This is an optimization exercise on Yosys and OpenROAD, whose aim is small area, a short achievable clock period and few clock cycles, not a production implementation.
The RTL was checked by simulation tests, not by an equivalence proof against the original design.
No activity file was given, so power comes from the tool's default toggle rates.

$ cat flow/config.mk
export PLATFORM = sky130hd
export DESIGN_NAME = alu
export DESIGN_NICKNAME = alu
export VERILOG_FILES = /design/flow/design.v
export SDC_FILE = /design/flow/constraint.sdc
export NUM_CORES = 4
export LEC_CHECK = 0
export CAP_MARGIN = 20
export CORE_MARGIN = 2
export CORE_UTILIZATION = 40
export SLEW_MARGIN = 20
$ cat flow/constraint.sdc
create_clock -name core_clock -period 9.0 [get_ports {clk}]
set_input_delay 1.8000 -clock core_clock [delete_from_list [all_inputs] [get_ports {clk}]]
set_output_delay 1.8000 -clock core_clock [all_outputs]
set_load 0.01 [all_outputs]
$ cat flow/design.v
`default_nettype none
typedef enum logic [3:0] { 
    ALU_ADD, ALU_SUB, ALU_MUL, ALU_DIV,
    ALU_MOD, ALU_SHL, ALU_SHR, ALU_AND,
    ALU_OR , ALU_XOR, ALU_NOR, ALU_POPCNT, 
    ALU_CLZ, ALU_CTZ, ALU_XXX, ALU_CMP 
} alu_op_t;
module alu (
    input wire clk,
    input wire reset,
    input wire enable,
    input alu_op_t op,  
    input logic [15:0] ra,
    input logic [15:0] rb,
    output logic [15:0] out,
    output logic busy
);
    wire [16:0] diff = {1'b0, ra} - {1'b0, rb};  
    wire diff_borrow = diff[16];
    wire diff_zero = diff[15:0] == 0;
    logic div_start;
    logic div_busy;
    logic [15:0] q_out, r_out;
    divider u_divider (
        .clk      (clk),
        .reset    (reset),
        .start    (div_start),
        .dividend (ra),
        .divisor  (rb),
        .quotient (q_out),
        .remainder(r_out),
        .busy     (div_busy)
    );
    wire issue = enable && !div_busy;
    assign div_start = issue && (op == ALU_DIV || op == ALU_MOD);
    assign busy = div_busy;
    logic [15:0] alu_reg;
    logic [1:0] out_sel;
    assign out = (out_sel == 2'd1) ? q_out : ((out_sel == 2'd2) ? r_out : alu_reg);
    always_ff @(posedge clk) begin
        if (reset) out_sel <= 2'd0;
        else if (issue) out_sel <= (op == ALU_DIV) ? 2'd1 : ((op == ALU_MOD) ? 2'd2 : 2'd0);
    end
    integer i;
    always_ff @(posedge clk) begin
        if (reset) alu_reg <= 16'b0;
        else if (issue) begin
            case (op)
                ALU_ADD: alu_reg <= ra + rb;
                ALU_SUB: alu_reg <= diff[15:0];
                ALU_MUL: alu_reg <= ra * rb;
                ALU_DIV: alu_reg <= q_out;
                ALU_MOD: alu_reg <= r_out;
                ALU_SHL: alu_reg <= ra << rb;
                ALU_SHR: alu_reg <= ra >> rb;
                ALU_AND: alu_reg <= ra & rb;
                ALU_OR : alu_reg <= ra | rb;
                ALU_XOR: alu_reg <= ra ^ rb;
                ALU_NOR: alu_reg <= ~(ra | rb);
                ALU_POPCNT: begin : pop_logic
                    logic [4:0] count_temp;
                    count_temp = 5'b0;
                    for (i = 0; i < 16; i = i + 1)
                        count_temp = count_temp + ra[i];
                    alu_reg <= {11'b0, count_temp};
                end
                ALU_CLZ: begin : clz_logic
                    logic [15:0] val;
                    logic [3:0] count;
                    val = ra;
                    count = 0;
                    if (val[15:8] == 8'b0)  begin count += 8; val <<= 8; end
                    if (val[15:12] == 4'b0) begin count += 4; val <<= 4; end
                    if (val[15:14] == 2'b0) begin count += 2; val <<= 2; end
                    if (val[15] == 1'b0)    begin count += 1; end
                    alu_reg <= (ra == 0) ? 16 : {12'b0, count};
                end
                ALU_CTZ: begin : ctz_logic
                    logic [15:0] v;
                    logic [3:0] c;
                    v = ra;
                    c = 0;
                    if (v[7:0] == 8'b0) begin c += 8; v >>= 8; end
                    if (v[3:0] == 4'b0) begin c += 4; v >>= 4; end
                    if (v[1:0] == 2'b0) begin c += 2; v >>= 2; end
                    if (v[0] == 1'b0)   begin c += 1; end
                    alu_reg <= (ra == 16'b0) ? 16'd16 : {12'b0, c};
                end
                ALU_XXX: alu_reg <= out;  
                ALU_CMP: alu_reg <= {13'b0, (!diff_borrow & !diff_zero), diff_zero, diff_borrow};
            endcase
        end
    end
endmodule
module divider (
    input logic clk,
    input logic reset,
    input logic start,
    input logic [15:0] dividend,
    input logic [15:0] divisor,
    output logic [15:0] quotient,
    output logic [15:0] remainder,
    output logic busy
);
    logic [4:0] count;
    logic [31:0] temp;
    assign busy = (count != 0);
    assign quotient  = temp[15:0];
    assign remainder = temp[31:16];
    always_ff @(posedge clk) begin
        if (reset) begin
            count <= 0;
            temp  <= 0;
        end 
        else if (start && !busy) begin
            count <= 16;
            temp  <= {16'b0, dividend};
        end 
        else if (busy) begin
            logic [31:0] shifted_temp;
            shifted_temp = {temp[30:0], 1'b0};  
            if (shifted_temp[31:16] >= divisor) begin
                temp <= {shifted_temp[31:16] - divisor, shifted_temp[15:0] | 16'b1};
            end else begin
                temp <= shifted_temp;
            end
            count <= count - 1;
        end
    end
endmodule
$ cat flow/run.sh
#!/bin/bash
# synth_recipe.tcl (not shown) runs the flow's synth.tcl, then flattens the netlist and writes it again
# the make line also repeats each setting of config.mk as NAME=value (left out here)
make -C /OpenROAD-flow-scripts/flow DESIGN_CONFIG=/design/flow/config.mk WORK_HOME=/design/flow/orfs CLKGATE_MAP_FILE= SYNTH_SCRIPT=/design/flow/synth_recipe.tcl finish
==> results.toml, run 1 <==
[hold_path]
min-delay-start = "alu_reg[7]"
worstHoldPathCells = 2
hp-class = "flip-flop to flip-flop"
worstHoldEndpoint = "alu_reg[7]"

[clocking]
cts_tree = "built"
hold_buffers = 0
cts_resized = 0
clock_sinks = 55
path_clk_slew_ns = 0.09
clockBufferDepth = 2
htreeDepth = 2
insertion_delay_ns = 0.33
cts_buffers = 5
cts-root-buf = "clkbuf_16"
cts_setup_buffers = 0

[power_and_ir_drop]
ir_drop_uv = 190
p_leak_nw = 5.78
p_per_area_mw_per_mm2 = 227

[logic_synthesis]
synthCells = 1669
avgSynthCellArea_um2 = 7.57
synth_flop_cell = "dfxtp_1"
synth_edf_count = 0
syn_area_mm2 = 0.0126
synth_async_sr_flop_share_pct = 0
ys_ff_latch = 55
yosysUniqueCellTypes = 87
synth_seq_area_share_pct = 8.71
synth_nets = 1922
yosysWarningCount = 2

[finish]
largest_reg_flops = 32
layout_commonest_cell = "nor2_1"
final_layout_size_suffix_gt1_share_pct = 6.93
nets = 1925
area.growth.synth_to_final_pct = 9.28
final_cell_mix = "nor2_1 (184), inv_1 (170), nand2_1 (164)"
fin_area_mm2 = 0.0138
finalNonFillerCells = 2078
nFillCells = 3203

[critical_path]
cpMostUsedCell = "fa_1"
crit_start = "rb[5]"
cpLargestDelayFamily = "adder cells"
slowest_delay_ns = 0.64
path_cells = "clkdlybuf4s50_1 > clkinv_1 > nor2_1 > fa_1 > inv_1 > fa_1 > fa_1 > fa_1 > inv_1 > fa_1 > inv_1 > fa_1 > inv_1 > ha_1 > a21oi_1 > nor2b_1 > o311ai_0 > nand3_1 > nor3b_1 > o31a_1"
required_ns = 9.23
critical_path_class = "input pin to flip-flop"
reg2regPathDepth = 8
cp_data_arrival_time_ns = 8.11
start_kind = "input pin"
worstSetupEndpointType = "flip-flop"
r2r_slack_ns = 5.57
path_max_fanout = 10
worst_r2r_startpoint = "u_divider.temp[20]"
slowest_stage = "clkdlybuf4s50_1"
critPathBufInv = 6
r2r-end = "u_divider.temp[31]"

[run]
max_cap_violations = 0

[detailed_routing]
drt-initial-drc-count = 1492
firstDrtPassIters = 6
drt_wl_total_um = 61200
num_vias = 13600
drcViolationCount = 0
ant_nets = 0
wl_per_cell_um = 29.4
viasPerCell = 6.52

[sta]
setup_tns_ns = 0
max_freq_mhz = 127
worstMarginPinSlew_ns = 1.09
rsz0062_at_grt = "false"
fin_skew_ns = 0.0185
slew-limit-headroom_pct = 27.2
finalHoldViolCount = 0
fin_crit_sh_pct = 87.6
finalSetupViolCount = 0
fin_crit_ns = 7.88
finalMaxSlewViolations = 0

[global_route]
grt_pass1_wl_um = 89500
grt_start_max_net_pins = 49
grt_pass1_vias = 13100
antenna_found_initial = 4
gr-total-overflow = 0
grt_usage_pct = 37.0

[die]
die_h_um = 182
ios = 56
num_rows = 65
dieArea_mm2 = 0.0330
start_util_pct = 40.4
die_width_um = 182
coreArea_mm2 = 0.0313

[place]
finalWeightedCongestion = 1.05
place_hpwl_um = 47100
dp_cells = 2067
io_buffers = 55
place_area_mm2 = 0.0137

[run_status]
status = "finished clean"
## where the power goes
part	leakage, nW	total (mW)	switching, mW	internal (mW)
clock	0.0740	0.227	0.123	0.105
sequential	0.449	0.415	0.111	0.305
combinational	5.26	2.49	1.51	0.979
## synth_stat cells (all sizes together), types with 9 or more instances
cell / number / area, µm²
nand2: 164 / 616
nor2b: 37 / 231
a211oi: 32 / 250
a311oi: 14 / 123
o221ai: 10 / 87.6
fa: 93 / 1860
xor2: 20 / 175
o21a: 11 / 82.6
xnor2: 51 / 447
and3: 9 / 56.3
buf: 27 / 141
inv: 171 / 642
clkbuf: 84 / 315
a221o: 11 / 110
a2111oi: 9 / 98.9
a31oi: 13 / 81.3
a21o: 10 / 75.1
o21ai: 71 / 355
a22oi: 18 / 135
ha: 121 / 1510
nor3: 32 / 160
a221oi: 18 / 181
nor4: 10 / 77.6
a21oi: 125 / 626
nor2: 185 / 694
or3: 12 / 75.1
nand2b: 17 / 106
a22o: 9 / 78.8
dfxtp: 55 / 1100
nand3: 27 / 135
mux4: 20 / 450
mux2i: 34 / 340
nand4: 9 / 56.3
## layout make-up
| type | instances | area (µm²) | area share, % |
|---|---|---|---|
| multi-input combinational | 1324 | 10400 | 75.7 |
| sequential | 55 | 1100 | 7.98 |
| timing repair buffer | 107 | 931 | 6.74 |
| inverter | 179 | 672 | 4.87 |
| tap | 402 | 503 | 3.64 |
| clock buffer | 5 | 125 | 0.906 |
| clock inverter | 3 | 18.8 | 0.136 |
| antenna | 3 | 7.51 | 0.0544 |
## metrics by stage
step	power, mW	hold WS (ns)	setup slack (ns)	utilization, %
after floorplan	2.04	0.440	1.31	-
after CTS	3.10	0.492	1.17	44.1
final	3.14	0.486	1.12	44.1
after global placement	2.84	0.478	0.966	43.6
after detailed placement	2.86	0.475	0.838	43.6
after global routing	3.39	0.525	0.818	44.1
## worst min-delay path: stages (launching register included)
cell and delay, ns:
dfxtp_1 0.34, nand2_1 0.06, a21oi_1 0.05
## layer usage
layer / share of wire, % / wire, µm / track usage [%]
met1: 40 / 24800 / 49.9
met3: 11 / 6650 / 7.88
met4: 6.1 / 3720 / 19.3
met5: 0.13 / 78 / 1.48
met2: 42 / 26000 / 55.6
## kinds of logic after synthesis
logic type | share of synthesized area (%)
compound gates | 23.5
xor+xnor | 5.10
fa+ha+maj | 26.7
buf+inv | 8.93
flops | 8.71
mux | 6.70
simple gates | 20.3
## how the worst max path moves through the flow
stage          cells after the start  slack [ns]          end
2_1_floorplan                     21        1.31  alu_reg[15]
3_3_place_gp                      20        0.97  alu_reg[15]
3_5_place_dp                      20        0.84  alu_reg[15]
4_1_cts                           20        1.17  alu_reg[15]
5_1_grt                           20        0.82  alu_reg[15]
6_report                          20        1.12  alu_reg[15]
Testbench counts, summed over its fixed seeds: cycles 21,792.
==> run 2, diff against run 1 <==
==> flow/design.v (replaced) <==
`default_nettype none
module alu (
    input wire clk,
    input wire reset,
    input wire enable,
    input wire [3:0] op,
    input wire [15:0] ra,
    input wire [15:0] rb,
    output logic [15:0] out,
    output logic busy
);
    localparam logic [3:0] ALU_ADD = 4'd0, ALU_SUB = 4'd1, ALU_MUL = 4'd2, ALU_DIV = 4'd3,
                           ALU_MOD = 4'd4, ALU_SHL = 4'd5, ALU_SHR = 4'd6, ALU_AND = 4'd7,
                           ALU_OR  = 4'd8, ALU_XOR = 4'd9, ALU_NOR = 4'd10, ALU_POPCNT = 4'd11,
                           ALU_CLZ = 4'd12, ALU_CTZ = 4'd13, ALU_XXX = 4'd14, ALU_CMP = 4'd15;
    logic [15:0] res;       
    logic [15:0] rem;       
    logic        out_rem;   
    logic [3:0]  cnt;       
    assign out = out_rem ? rem : res;
    wire is_div = (op == ALU_DIV) || (op == ALU_MOD);
    function automatic [4:0] clz16(input [15:0] v);
        logic [3:0] c;
        logic [15:0] t;
        begin
            t = v;
            c = 4'd0;
            if (t[15:8] == 8'b0) begin c[3] = 1'b1; t = t << 8; end
            if (t[15:12] == 4'b0) begin c[2] = 1'b1; t = t << 4; end
            if (t[15:14] == 2'b0) begin c[1] = 1'b1; t = t << 2; end
            if (t[15] == 1'b0) c[0] = 1'b1;
            clz16 = (v == 16'b0) ? 5'd16 : {1'b0, c};
        end
    endfunction
    wire [4:0] clz_a = clz16(ra);
    wire [4:0] clz_b = clz16(rb);
    wire [5:0] nm1 = {1'b0, clz_b} - {1'b0, clz_a};
    wire div_run = !nm1[5] && !clz_b[4];
    wire [4:0] n = nm1[4:0] + 5'd1;
    wire [4:0] shamt = is_div ? (div_run ? n : 5'd0) : {|rb[15:4], rb[3:0]};
    wire [15:0] shr = shamt[4] ? 16'b0 : (ra >> shamt[3:0]);
    wire [16:0] trial = {rem, ra[cnt]} - {1'b0, rb};
    wire        qbit = !trial[16];
    function automatic [4:0] popcnt16(input [15:0] v);
        logic [4:0] pc;
        begin
            pc = 5'b0;
            for (int k = 0; k < 16; k++)
                pc = pc + {4'b0, v[k]};
            popcnt16 = pc;
        end
    endfunction
    function automatic [15:0] rev16(input [15:0] v);
        for (int k = 0; k < 16; k++)
            rev16[k] = v[15 - k];
    endfunction
    logic [15:0] alu_val;
    always_comb begin
        alu_val = 16'b0;
        case (op)
            ALU_ADD: alu_val = ra + rb;
            ALU_SUB: alu_val = ra - rb;
            ALU_MUL: alu_val = ra * rb;
            ALU_SHL: alu_val = (|rb[15:4]) ? 16'b0 : (ra << rb[3:0]);
            ALU_SHR: alu_val = shr;
            ALU_AND: alu_val = ra & rb;
            ALU_OR : alu_val = ra | rb;
            ALU_XOR: alu_val = ra ^ rb;
            ALU_NOR: alu_val = ~(ra | rb);
            ALU_POPCNT: alu_val = {11'b0, popcnt16(ra)};
            ALU_CLZ: alu_val = {11'b0, clz_a};
            ALU_CTZ: alu_val = {11'b0, clz16(rev16(ra))};
            ALU_CMP: alu_val = {13'b0, ra > rb, ra == rb, ra < rb};
            default: alu_val = {16{rb == 16'b0}};   
        endcase
    end
    always_ff @(posedge clk) begin
        if (reset) begin
            res <= 16'b0;
            out_rem <= 1'b0;
            busy <= 1'b0;
        end else if (busy) begin
            res <= {res[14:0], qbit};
            if (cnt == 4'd0) busy <= 1'b0;
        end else if (enable && op != ALU_XXX) begin
            res <= alu_val;
            out_rem <= (op == ALU_MOD);
            busy <= is_div && div_run;
        end
    end
    always_ff @(posedge clk) begin
        if (busy) begin
            rem <= qbit ? trial[15:0] : {rem[14:0], ra[cnt]};
            cnt <= cnt - 4'd1;
        end else if (enable && is_div) begin
            rem <= shr;
            cnt <= nm1[3:0];
        end
    end
endmodule
==> run 2 against run 1 <==
Register-to-register slack worse by 1.8 ns; combinational power shrank 23%; sequential power is 49% lower; non-clock buffer count decreased by 2; fmax shrank 2.9%; clock power decreased by 15%; sequential share of layout area shrank 0.56 points; power shrank 26%; final cell count fell by 6.7%; flip-flop and latch count decreased by 17; via count down 12%.
==> results.toml, run 2 <==
[finish]
nets = 1815
fin_area_mm2 = 0.0130
utilization_pct = 44.9
layout_commonest_cell = "inv_1"
insertedDiodeCount = 0
final_layout_size_suffix_gt1_share_pct = 7.34
area.growth.synth_to_final_pct = 10.1
finalNonFillerCells = 1938
final_cell_mix = "inv_1 (182), nand2_1 (169), nor2_1 (159)"

[hold_path]
hp-class = "flip-flop to flip-flop"

[place]
place_hpwl_um = 39100
pre_cts_ws_ns = 0.617
dp_cells = 1930
finalWeightedCongestion = 1.00
io_buffers = 55
place_area_mm2 = 0.0128

[clocking]
insertion_delay_ns = 0.30
cts_tree = "built"
cts_resized = 0
cts_setup_buffers = 0
htreeDepth = 2
cts-root-buf = "clkbuf_16"
path_clk_slew_ns = 0.06
hold_buffers = 0
clockBufferDepth = 2
clock_sinks = 38
cts_buffers = 5

[global_route]
grt_pass1_vias = 11800
grt_start_max_net_pins = 61
grt_pass1_wl_um = 73300
gr-total-overflow = 0
antenna_found_initial = 0
grt_usage_pct = 31.6

[power_and_ir_drop]
p_sw_mw = 1.24
pwr-share-clk_pct = 8.3
intPower_mw = 1.08
p_seq_share_pct = 9.1
p_per_area_mw_per_mm2 = 179
p_leak_nw = 5.68
p_comb_share_pct = 82.6
ir_drop_uv = 190
sw_frac_of_total_pct = 53.4

[detailed_routing]
drcViolationCount = 0
wl_per_cell_um = 25.0
firstDrtPassIters = 5
num_vias = 11900
viasPerCell = 6.15
drt_wl_total_um = 48500
drt-initial-drc-count = 1281
ant_nets = 0

[run_status]
status = "finished clean"

[die]
num_rows = 62
die_h_um = 176
start_util_pct = 40.8
ios = 56
die_width_um = 176
coreArea_mm2 = 0.0289
dieArea_mm2 = 0.0308

[critical_path]
slowest_delay_ns = 0.97
cp_data_arrival_time_ns = 8.26
worstSetupEndpointType = "flip-flop"
required_ns = 9.14
start_kind = "input pin"
path_cells = "clkdlybuf4s50_1 > inv_1 > nor2_1 > fa_1 > inv_1 > fa_1 > fa_1 > fa_1 > inv_1 > fa_1 > inv_1 > fa_1 > inv_1 > ha_1 > nand3_1 > nand2_1 > a41oi_1 > nor2b_1 > xor2_1 > nor2_1 > a311oi_1 > a211oi_1"
cpMostUsedCell = "fa_1"
path_max_fanout = 11
slowest_stage = "clkdlybuf4s50_1"
critical_path_class = "input pin to flip-flop"

[logic_synthesis]
synth_flop_cell = "edfxtp_1"
synth_async_sr_flop_share_pct = 0
synth.largest_area_cell = "fa_1"
synth_common_cells = "inv_1 (182), nand2_1 (169), nor2_1 (159), ha_1 (130)"
avgSynthCellArea_um2 = 7.69
synth_edf_count = 20
yosysUniqueCellTypes = 87
synth.most_common_cell = "inv_1"
netlist_top_cells_area = "fa_1 (16%), ha_1 (14%), inv_1 (5.8%), nand2_1 (5.4%), edfxtp_1 (5.1%)"
ys_ff_latch = 38
yosysWarningCount = 1
synth_seq_area_share_pct = 8.17
synthCells = 1530
synth_nets = 1792
syn_area_mm2 = 0.0118
synth_top_area_share_pct = 15.8

[sta]
max_freq_mhz = 123
fin_crit_ns = 8.12
finalHoldViolCount = 0
fin_crit_sh_pct = 90.2
setup_tns_ns = 0
slew-limit-headroom_pct = 20.8
fin_skew_ns = 0.00328
setup_ws_ns = 0.882
finalSetupViolCount = 0
finalMaxSlewViolations = 0
rsz0062_at_grt = "false"
worstMarginPinSlew_ns = 1.18

[run]
max_cap_violations = 0
run 2: power by group through the flow:
stage / Combinational, mW / Clock, mW / Sequential [mW]
floorplan: 1.34 / 0 / 0.207
global placement: 1.88 / 0 / 0.214
detailed placement: 1.91 / 0 / 0.215
CTS: 1.92 / 0.193 / 0.211
global route: 2.12 / 0.198 / 0.212
finish: 1.92 / 0.194 / 0.211
run 2: cells by family after synthesis:
family | share of synthesized area (%)
simple gates | 18.8
xor+xnor | 5.51
compound gates | 21.5
buf+inv | 9.16
mux | 7.27
flops | 8.17
fa+ha+maj | 29.6
run 2: cell type report:
class / count / area (µm²)
repair buffers: 105 / 923
clock buffers: 6 / 139
well taps: 384 / 480
multi-input cells: 1216 / 9740
clock inverters: 2 / 11.3
fillers: 2934 / 15900
flip-flops and latches: 38 / 962
inverters: 187 / 702
run 2: through the flow:
| stage | power, mW | hold WS [ns] |
|---|---|---|
| 6_report | 2.33 | 0.530 |
| 2_1_floorplan | 1.55 | 0.456 |
| 3_5_place_dp | 2.12 | 0.523 |
| 4_1_cts | 2.32 | 0.531 |
| 3_3_place_gp | 2.09 | 0.517 |
| 5_1_grt | 2.53 | 0.540 |
run 2: worst paths after layout:
kind | start | endpoint | cells past startpoint | slack, ns
max | ra[5] | res[13] | 22 | 0.88
min | res[1] | res[2] | 2 | 0.53
max reg2reg | cnt[0] | rem[13] | 16 | 3.77
min reg2reg | res[1] | res[2] | 2 | 0.53
run 2: worst max-delay path: cells and delay by family:
family | cells | cell delay (ns)
AOI/OAI and AO/OA | 3 | 0.62
xor gates and xnor gates | 1 | 0.33
adders and majority gates | 7 | 3.22
buffers and inverters | 6 | 1.63
and+or+nand+nor | 5 | 0.67
run 2: metal layers:
layer,GRT usage (%),vias up,wire length [µm]
met1,43.5,5802,20500
met3,6.82,136,4840
met5,0,-,0
met4,14.4,0,2690
li1,-,5344,-
met2,47.6,638,20400
Testbench counts of run 2, summed over its fixed seeds: cycles 14,726.

re-timing with driven ports:
In the flow no input, the clock included, has a driving cell. The finished layouts below were timed again as built, in two steps.
Step 1 assumes that a clkbuf_16 drives the clock port and a buf_2 every other input.
Step 2 also shifts input and output timing later by t, the mid clock arrival at the registers, as if the neighbouring blocks saw the same clock.
Slacks: ideal / step 1 / step 2; pairs: ideal / step 1.
run | t, ns | slack for setup (ns) | worst setup path at the end
run 1 | 0.370 | 1.120 / 1.143 / 0.773 | input to register
run 2 | 0.339 | 0.882 / 0.901 / 0.562 | input to register
After both steps setup and hold are still met in every run listed. The setup slack of run 1, which loses most, moves by +0.023 ns with the drivers and by -0.347 ns with both steps.
